Source: an optimization exercise on an open RTL-to-GDS flow (aim: small area, a short achievable clock period and few clock cycles per item). Production flows keep margins and buffers that such runs may drop. In this exercise RTL edits were held to simulation tests only and were not proved equivalent to the original. Power and IR drop assume default switching activity.

===== design/flow/design.v =====
module ctrl(
        input                   clk,
        input                   reset,
        input                   init_en_2,
        input                   init_done,
        input                   for_load_done,
        input                   for_done,
        input                   for_op_done,
        input                   back_load_done,
        input                   back_done,
        output reg              init_en,
        output reg              for_en,
        output reg              for_load_en,
        output reg              back_en,
        output reg              back_load_en,
        output reg              sti_rd,
        output reg              res_wr,
        output reg              res_rd
        );
        parameter IDLE = 3'b000,  INIT = 3'b001, LOAD = 3'b010, FOR = 3'b011, BACK = 3'b100;
        reg [2:0] cstate, nstate;
        always@(posedge clk)begin
                if(!reset)
                        cstate <= 3'b0;
                else
                        cstate <= nstate;
        end
        always@*begin
                case(cstate)
                        IDLE:begin
                                if(!reset) nstate = IDLE;
                                else nstate = INIT;
                        end
                        INIT:begin
                                if(init_done)
                                        nstate = LOAD;
                                else
                                        nstate = INIT;
                        end
                        LOAD:begin
                                if(for_load_done)
                                        nstate = FOR;
                                else if(back_load_done)
                                        nstate = BACK;
                                else
                                        nstate = LOAD;
                        end
                        FOR:begin
                                if(for_done)
                                        nstate = LOAD;
                                else
                                        nstate = FOR;
                        end
                        BACK:begin
                                if(back_done)
                                        nstate = LOAD;
                                else
                                        nstate = BACK;
                        end
                        default: nstate = IDLE;
                endcase
        end
        always@*begin
                case(cstate)
                        IDLE:begin
                                init_en = 1'b0;
                                for_load_en = 1'b0;
                                for_en = 1'b0;
                                back_load_en = 1'b0;
                                back_en = 1'b0;
                                sti_rd = 1'b0;
                                res_wr = 1'b0;
                                res_rd = 1'b0;
                        end
                        INIT:begin
                                init_en = 1'b1;
                                for_load_en = 1'b0;
                                for_en = 1'b0;
                                back_load_en = 1'b0;
                                back_en = 1'b0;
                                sti_rd = 1'b1;   
                                res_wr = init_en_2;
                                res_rd = 1'b0;
                        end
                        LOAD:begin
                                init_en = 1'b0;
                                for_load_en = (!for_op_done);
                                for_en = 1'b0;
                                back_load_en = for_op_done;
                                back_en = 1'b0;
                                sti_rd = 1'b0;
                                res_wr = 1'b0;
                                res_rd = 1'b1;
                        end
                        FOR:begin
                                init_en = 1'b0;
                                for_load_en = 1'b1;
                                for_en = 1'b1;
                                back_load_en = 1'b0;
                                back_en = 1'b0;
                                sti_rd = 1'b0;
                                res_wr = 1'b1;
                                res_rd = 1'b0;
                        end
                        BACK:begin
                                init_en = 1'b0;
                                for_load_en = 1'b0;
                                for_en = 1'b0;
                                back_load_en = 1'b1;
                                back_en = 1'b1;
                                sti_rd = 1'b0;
                                res_wr = 1'b1;
                                res_rd = 1'b0;
                        end
                        default:begin
                                init_en = 1'b0;
                                for_load_en = 1'b0;
                                for_en = 1'b0;
                                back_load_en = 1'b0;
                                back_en = 1'b0;
                                sti_rd = 1'b0;
                                res_wr = 1'b0;
                                res_rd = 1'b0;
                        end
                endcase
        end
endmodule
module init(
        input                   clk,
        input                   reset,
        input                   init_en,
        input                   for_en,
        output  reg             init_en_2,
        output                  init_done,
        output  reg     [9:0]   sti_addr ,
        input           [15:0]  sti_di,
        output  reg     [13:0]  res_addr_init ,
        output  reg     [7:0]   res_do_init
        );
        reg [9:0]       cnt_sti;   
        reg [3:0]       cnt_ini;   
        reg [13:0]      cnt_res;   
        reg [7:0]       sti_tmp15;
        wire [9:0]      sti_addr_tmp;
        assign  init_done = (cnt_res == 14'h3FFF);
        always@(posedge clk)begin
                if(!reset)
                        cnt_ini <= 4'd15;
                else if(init_en)
                        cnt_ini <= cnt_ini - 1;   
        end
        always@(posedge clk)begin
                if(!reset)
                        cnt_sti <= 10'b0;
                else if(init_en && (cnt_ini == 4'd0))
                        cnt_sti <= cnt_sti + 1;
        end
        always@*begin
                if(init_en)
                        sti_addr = cnt_sti;
                else
                        sti_addr = 10'd0;
        end
        always@(posedge clk)begin
                if(init_en)
                        sti_tmp15 <= {6'b0, sti_di[0]};
        end
        always@(posedge clk)begin
                init_en_2 <= init_en;
        end
        always@(posedge clk)begin
                if(!reset)
                        cnt_res <= 14'b0;
                else if(init_en_2)
                        cnt_res <= cnt_res + 1;
        end
        always@*begin
                res_addr_init = cnt_res;
        end
        assign sti_addr_tmp = cnt_ini+1;
        always@*begin
                if(init_en_2)begin
                        if(cnt_ini == 4'hF)
                                res_do_init = 8'h00 | sti_tmp15;   
                        else
                                res_do_init = 8'h00 | {7'b0, sti_di[sti_addr_tmp]};   
                end
                else
                        res_do_init = 8'h00;
        end
endmodule
module forward(
        input                   clk,
        input                   reset,
        input                   for_load_en,
        input                   for_en,
        output                  for_load_done,
        output                  for_done,
        output  reg             for_op_done,
        output  reg     [13:0]  res_addr_for,
        output  reg     [7:0]   res_do_for,
        input           [7:0]   res_di
        );
        reg [13:0]      cur;    
        reg [2:0]       cnt_for;   
        reg [7:0]       pixel_tmp[4:0];
        reg [7:0]      min_tmp0, min_tmp1, for_out;
        assign pass = (cur[6:0] == 7'b0) || (cur[6:0] == 7'h7F) || (cur>= 14'h3F80) || (for_load_en && (cnt_for == 3'd0) && (res_di == 8'd0));
        assign for_load_done = (cnt_for == 4'd4);
        assign for_done = (cnt_for == 3'd5);
        always@(posedge clk)begin
                if(!reset)
                        cur <= 14'd128;   
                else if(pass ||(for_load_en && for_done))
                        cur <= cur + 1;
        end
        always@(posedge clk)begin
                if(!reset)
                        cnt_for <= 3'd0;
                else if(pass || (cnt_for == 3'd6))   
                        cnt_for <= 3'd0;
                else if((!pass) && for_load_en && (!for_op_done))
                        cnt_for <= cnt_for + 1;
        end
        always@(posedge clk)begin
                if(!reset)
                        for_op_done <= 1'b0;
                else if(for_load_en && (cur == 14'h3FFF))
                        for_op_done <= 1'b1;   
        end
        always@*begin
                case(cnt_for)
                        3'd0: res_addr_for = cur;
                        3'd1: res_addr_for = cur - 14'd129;
                        3'd2: res_addr_for = cur - 14'd128;
                        3'd3: res_addr_for = cur - 14'd127;
                        3'd4: res_addr_for = cur - 14'd1;
                        3'd5: res_addr_for = cur;   
                        default: res_addr_for = 14'd0;
                endcase
        end
        always@(posedge clk)begin
                if(!reset)begin
                        pixel_tmp[0] <= 8'hFF;
                        pixel_tmp[1] <= 8'hFF;
                        pixel_tmp[2] <= 8'hFF;
                        pixel_tmp[3] <= 8'hFF;
                        pixel_tmp[4] <= 8'hFF;
                end
                else if(  for_load_en && (!for_op_done))begin
                        pixel_tmp[cnt_for] <= res_di;
                end
        end
        always@*begin
                if(cnt_for == 3'd5)begin
                        min_tmp0 = (pixel_tmp[1] <= pixel_tmp[2])? pixel_tmp[1] : pixel_tmp[2];
                        min_tmp1 = (pixel_tmp[3] <= pixel_tmp[4])? pixel_tmp[3] : pixel_tmp[4];
                        for_out = (min_tmp0 <= min_tmp1)? min_tmp0+1 : min_tmp1+1;
                end
                else begin
                        min_tmp0 = 7'd0;
                        min_tmp1 = 7'd0;
                        for_out = 7'd0;
                end
        end
        always@*begin
                if(cnt_for >= 3'd5)
                        res_do_for = for_out;
                else
                        res_do_for = 7'd0;
        end
endmodule
module backward(
        input                   clk,
        input                   reset,
        input                   back_load_en,
        input                   back_en,
        output                  back_load_done,
        output                  back_done,
        output                  done,
        output  reg     [13:0]  res_addr_back,
        output  reg     [7:0]   res_do_back,
        input           [7:0]   res_di
        );
        reg [13:0]      cur;    
        reg [2:0]       cnt_back;   
        reg [7:0]       pixel_tmp[4:0];
        reg             back_op_done;
        reg [7:0]      min_tmp0, min_tmp1, min_tmp2, back_out;
        assign pass = (cur[6:0] == 7'b0) || (cur[6:0] == 7'h7F);
        assign back_load_done = (cnt_back == 4'd4);
        assign back_done = (cnt_back == 3'd5);
        assign done = back_op_done;
        always@(posedge clk)begin
                if(!reset)
                        cur <= 14'h3F7E;   
                else if(pass || (back_load_en && back_done))
                        cur <= cur - 1;
        end
        always@(posedge clk)begin
                if(!reset)
                        cnt_back <= 3'd0;
                else if(pass || (cnt_back == 3'd6))
                        cnt_back <= 3'd0;
                else if((!pass) && back_load_en && (!back_op_done))
                        cnt_back <= cnt_back + 1;
        end
        always@(posedge clk)begin
                if(!reset)
                        back_op_done <= 1'b0;
                else if(cur == 14'h0001)
                        back_op_done <= 1'b1;
        end
        always@*begin
                case(cnt_back)
                        3'd0: res_addr_back = cur;
                        3'd1: res_addr_back = cur + 1;
                        3'd2: res_addr_back = cur + 127;
                        3'd3: res_addr_back = cur + 128;
                        3'd4: res_addr_back = cur + 129;
                        3'd5: res_addr_back = cur;   
                        default: res_addr_back = 14'd0;
                endcase
        end
        always@(posedge clk)begin
                if(!reset)begin
                        pixel_tmp[0] <= 8'hFF;
                        pixel_tmp[1] <= 8'hFF;
                        pixel_tmp[2] <= 8'hFF;
                        pixel_tmp[3] <= 8'hFF;
                        pixel_tmp[4] <= 8'hFF;
                end
                else if(back_load_en && (!back_op_done))
                        pixel_tmp[cnt_back] <= res_di;
        end
        always@*begin
                if(cnt_back == 3'd5)begin
                        min_tmp0 = (pixel_tmp[0] <= (pixel_tmp[1]+1))? pixel_tmp[0] : (pixel_tmp[1] + 1);
                        min_tmp1 = ((pixel_tmp[2]+1) <= (pixel_tmp[3]+1))? (pixel_tmp[2]+1) : (pixel_tmp[3]+1);
                        min_tmp2 = ((pixel_tmp[4]+1) <= min_tmp1)? (pixel_tmp[4]+1) : min_tmp1;
                        back_out = (min_tmp0 <= min_tmp2)? min_tmp0 : min_tmp2;
                end
                else begin
                        min_tmp0 = 7'd0;
                        min_tmp1 = 7'd0;
                        min_tmp2 = 7'd0;
                        back_out = 7'd0;
                end
        end
        always@*begin
                if(cnt_back >= 3'd5)
                        res_do_back = back_out;
                else
                        res_do_back = 7'd0;
        end
endmodule
module DT(
        input                   clk,
        input                   reset,
        output                  done,
        output                  sti_rd,
        output  [9:0]           sti_addr,
        input   [15:0]          sti_di,
        output                  res_wr,
        output                  res_rd,
        output  reg [13:0]      res_addr,
        output  reg [7:0]       res_do,
        input   [7:0]           res_di
        );
        wire [7:0] res_do_init, res_do_for, res_do_back;
        wire [13:0] res_addr_init, res_addr_for, res_addr_back;
        wire init_en, init_en_2, load_en, for_load_en, for_en, back_load_en, back_en;
        wire init_done, for_load_done, back_load_done, for_done, for_op_done, back_done;
        always@*begin
                case({init_en_2, for_en, back_en})
                        3'b100: res_do = res_do_init;
                        3'b010: res_do = res_do_for;
                        3'b001: res_do = res_do_back;
                        default:res_do = 8'd0;
                endcase
        end
        always@*begin
                case({init_en_2, for_load_en, back_load_en})
                        3'b100: res_addr = res_addr_init;
                        3'b010: res_addr = res_addr_for;
                        3'b001: res_addr = res_addr_back;
                        default:res_addr = 14'b0;
                endcase
        end
        init u_init(.clk(clk),
                    .reset(reset),
                    .init_en(init_en),
                    .for_en(for_en),
                    .init_done(init_done),
                    .init_en_2(init_en_2),
                    .sti_addr(sti_addr),
                    .sti_di(sti_di),
                    .res_addr_init(res_addr_init),
                    .res_do_init(res_do_init)
                    );
        forward u_for(.clk(clk),
                      .reset(reset),
                      .for_load_en(for_load_en),
                      .for_en(for_en),
                      .for_load_done(for_load_done),
                      .for_done(for_done),
                      .for_op_done(for_op_done),
                      .res_addr_for(res_addr_for),
                      .res_do_for(res_do_for),
                      .res_di(res_di)
                      );
        backward u_back(.clk(clk),
                        .reset(reset),
                        .back_load_en(back_load_en),
                        .back_en(back_en),
                        .back_load_done(back_load_done),
                        .back_done(back_done),
                        .done(done),
                        .res_addr_back(res_addr_back),
                        .res_do_back(res_do_back),
                        .res_di(res_di)
                        );
        ctrl u_ctrl(.clk(clk),
                    .reset(reset),
                    .init_en_2(init_en_2),
                    .init_done(init_done),
                    .for_load_done(for_load_done),
                    .for_done(for_done),
                    .for_op_done(for_op_done),
                    .back_load_done(back_load_done),
                    .back_done(back_done),
                    .init_en(init_en),
                    .for_en(for_en),
                    .for_load_en(for_load_en),
                    .back_en(back_en),
                    .back_load_en(back_load_en),
                    .sti_rd(sti_rd),
                    .res_wr(res_wr),
                    .res_rd(res_rd)
                    );
endmodule

===== design/flow/run.sh =====
#!/bin/bash
# synth_recipe.tcl (not shown) runs the flow's synth.tcl, then flattens the netlist and writes it again
# the make line also repeats each setting of config.mk as NAME=value (left out here)
make -C /OpenROAD-flow-scripts/flow DESIGN_CONFIG=/design/flow/config.mk WORK_HOME=/design/flow/orfs CLKGATE_MAP_FILE= SYNTH_SCRIPT=/design/flow/synth_recipe.tcl finish

===== design/flow/config.mk =====
export PLATFORM = sky130hd
export DESIGN_NAME = DT
export DESIGN_NICKNAME = DT
export VERILOG_FILES = /design/flow/design.v
export SDC_FILE = /design/flow/constraint.sdc
export NUM_CORES = 4
export LEC_CHECK = 0
export CAP_MARGIN = 20
export CORE_MARGIN = 2
export CORE_UTILIZATION = 40
export SLEW_MARGIN = 20

===== design/flow/constraint.sdc =====
create_clock -name core_clock -period 9.0 [get_ports {clk}]
set_input_delay 1.8000 -clock core_clock [delete_from_list [all_inputs] [get_ports {clk}]]
set_output_delay 1.8000 -clock core_clock [all_outputs]
set_load 0.01 [all_outputs]

==> run notes <==
* FMAX at ~120 MHz
* Ant diodes at 0
* Fin Clk Skew at around 0.010 ns
* CP arrival at 6.86 ns
* Most common cell on crit path: ha_1
* FP Rows at 60
* Worst path slowest cell: clkdlybuf4s50_1
* Final net count at 1397
* Power Density at ~130 nW/um^2
* Die area at around 28000 sq um
* Most frequent cells in the layout: 108 x nand2_1, 100 x ha_1, 78 x nor2_1
* CTS clk-pin slew, worst paths at approximately 0.07 ns
* Worst-skew pair later-pin latency at around 0.43 ns
* Most common cell after layout, fill and taps aside: nand2_1
* Period utilization at between 90% and 100%
* Routed vias/inst at about 5.5
* Input/output buffers at 61
* Clock buffer depth at 2
* H-tree depth at 4
* Core area at roughly 27000 sq um
* DP Cell Count at approximately 1.6k
* Slowest stage delay, CP at 0.48 ns
* Die X at roughly 170 um
* Hpwl dp at just over 20000 um
* Crit path kind: reg2out
* Area contributors post-synth: edfxtp_1 20%, dfxtp_1 13%, ha_1 12%
* Vias in the first global route at 8633
* Drt pass-1 iters at 6
* Routed vias at between 8k and 9k
* Peak VDD IR at 0.1205 mV
* Initial antenna violation count at 0
* Wirelength per Cell at around 17 um
* Gpl congestion at 0.8686
* CP Max Fanout at 5
* Cell Count, Final, Fillers Out at approximately 1.6k
* Leakage power at between 4 and 5 nW
* CTS tree: built
* Crit. End Element: primary output
* Max_cap viols at 0
* Area leader, netlist: edfxtp_1
* Starting Density at approximately two fifths
* Area fraction of the dominant cell type after synthesis at a little over 20%
* Mapped Cells at 1222
* Req. time, crit path at about 7 ns
* Sequential fraction of the synthesis area at about a third
* Synth Flop Type: edfxtp_1
* Relative slew slack at approximately a quarter
* Startpoint Class: flop
* Post-synthesis cell type count at 78
* Share of cells above drive strength 1 at 9.360%
* Hold Path Class: reg2reg
* Setup ws final at around 0.34 ns
* Syn Nets at around 1.4k
* Io pins at a little over 60
* Worst slack at placement at roughly 0.62 ns
* Routed WL at approximately 27000 um
* Final Hold Fails at 0
* Drt drc at 0
* Synth-to-layout area growth at 14.77%
* GRT overflow at 0
* Mean Syn Cell Area at 8.799 sq um
* Cts bufs inserted at 17
* Flip-flop and latch count after synthesis at 141
* Final core utilization at 46.31%
* Die Span Y at 168.0 um
* Largest net degree at the start of global routing at 75
* Min Tclk post-route at about 8.7 ns
* Final Setup Violations at 0
* Final ANT Viol Nets at 0
* Max-slew violations at 0
* Slew @ Worst Pin at 1.116 ns
* 1st-iter DRT viols at 704
* First-pass GRT wire length at about 45000 um
* All-Layer GR Usage at approximately 20%
* Yosys warns at 7
* Status: complete, no violations
* Post-synth EDFFs at 73
* Clock tree sinks at between 100 and 150
* Clock root buffer: clkbuf_16
* Mapped Area at between 10000 and 15000 sq um
* Asr flop ratio synth at 0%
## worst paths after layout
kind,startpoint,endpoint,slack [ns],depth (start not counted)
worst max-delay path,u_back.pixel_tmp[2][0],res_do[7],0.34,28
worst min-delay path,u_init.cnt_sti[9],u_init.cnt_sti[9],0.50,2
worst max register to register,u_for.cnt_for[0],u_for.cur[13],5.69,11
worst min register to register,u_init.cnt_sti[9],u_init.cnt_sti[9],0.50,2
## cells by family (layout without fill, tap and decap cells)
family	after synthesis	in the layout	share of synthesized area, %
AND/OR/NAND/NOR	488	488	24.03
multiplexers	51	51	5.306
adder cells (fa/ha/maj)	102	102	12.01
flip-flops	141	141	33.05
AO/OA/AOI/OAI	226	226	13.96
XOR/XNOR	87	87	7.086
buffers and inverters	127	187	4.561
## metal layers
metal  wire [um]  vias to the layer above  global-route usage [%]
li1            -                     4479                       -
met1       12800                     4224                   26.17
met2       12600                      225                   32.48
met3        1170                       41                   3.197
met4         651                        0                   6.578
met5           0                        -                       0
## where the power goes
group          internal, mW  switching (mW)  leakage, nW
Combinational        0.0925           0.111         3.49
Clock                 0.367           0.316        0.273
Sequential            0.682          0.0149         1.05
## cell usage after synthesis, types with 4 or more instances
master    count
mux4_2        4
ha_1        100
edfxtp_1     73
o22ai_1       4
o31ai_1       4
or2_2        40
and3_1       15
o21ai_1       5
or3_1        37
nor3_1       22
a21oi_1      50
nand3_1      33
nand2_1     108
xnor2_1      59
and2_1       40
a21boi_0     10
dfxtp_1      68
nor2_1       78
nand3b_1      6
inv_1        76
xor2_1       28
o21ai_0      51
mux2i_1      39
mux2_2        7
a22oi_1      12
o21a_1        7
a211o_1       4
nand4_1      29
nor4_1        9
nor2b_1      18
o211ai_1      5
a31oi_1      10
nor3b_1       5
a21o_1       12
a211oi_1     11
clkbuf_1     44
nand2b_1     29
## area by class of cell
class	count	area, sq um
fillers	2547	14310
well taps	341	426.7
clock buffers	17	425.4
clock inverters	15	146.4
multi-input cells	954	6766
repair buffers	78	733.2
flip-flops and latches	141	3553
inverters	77	289.0
## worst max-delay path: cells and delay by family, from the launching register on
family          cells  cell delay, ns
xor+xnor            1            0.22
flops               1            0.47
mux                 2            0.55
fa+ha+maj           4            1.09
buf+inv             3            0.78
compound gates     11            2.23
simple gates        7            1.06
## registers in the layout (all words and copies together) (netlist names), 4 cells and up
signal and cells:
u_back.pixel_tmp 40, u_for.pixel_tmp 32, u_init.cnt_res 14, u_for.cur 14, u_back.cur 14, u_init.cnt_ini 4
u_init.cnt_sti 10
## repair_timing
item	CTS	global route
hold buffers	0	0
endpoints found under the setup margin	0	6
resized for setup	0	10
buffers inserted	0	5
## through the flow
stage | power [mW] | hold WS, ns | setup TNS, ns | instance area [sq um]
after floorplan | 0.8526 | 0.4596 | 0 | 10750
after global placement | 0.9131 | 0.4833 | 0 | 11690
after detailed placement | 0.9141 | 0.4862 | 0 | 11690
after CTS | 1.598 | 0.4980 | 0 | 12260
after global routing | 1.649 | 0.5214 | -0.03597 | 12340
final | 1.583 | 0.5011 | 0 | 12340
Testbench counts, summed over its fixed seeds: cycles 4,519,458, images 24.

re-timing with driven ports:
The flow's constraints put no driver on any port. The routed layout listed below was extracted and timed again, unchanged, in two steps. Step 1 assumes that a clkbuf_16 drives the clock port and a buf_2 every other input. Step 2 adds t to the input delays and takes it off the output delays; t is the mean of the earliest and latest rising clock arrival at the registers after step 1. Input paths then give back, and output paths get back, about the clock's delay inside the block. a / b / c = ideal ports / drivers / drivers and shift; a / b = the first two.
shift t [ns]: 0.469
setup slack, ns: 0.343 / 0.296 / 0.765
hold slack, ns: 0.501 / 0.501 / 0.501
worst register clock-pin slew, ns: 0.07 / 0.07
After both steps this run still meets setup and hold. The setup slack of this run moves by -0.047 ns with the drivers and by +0.422 ns with both steps.
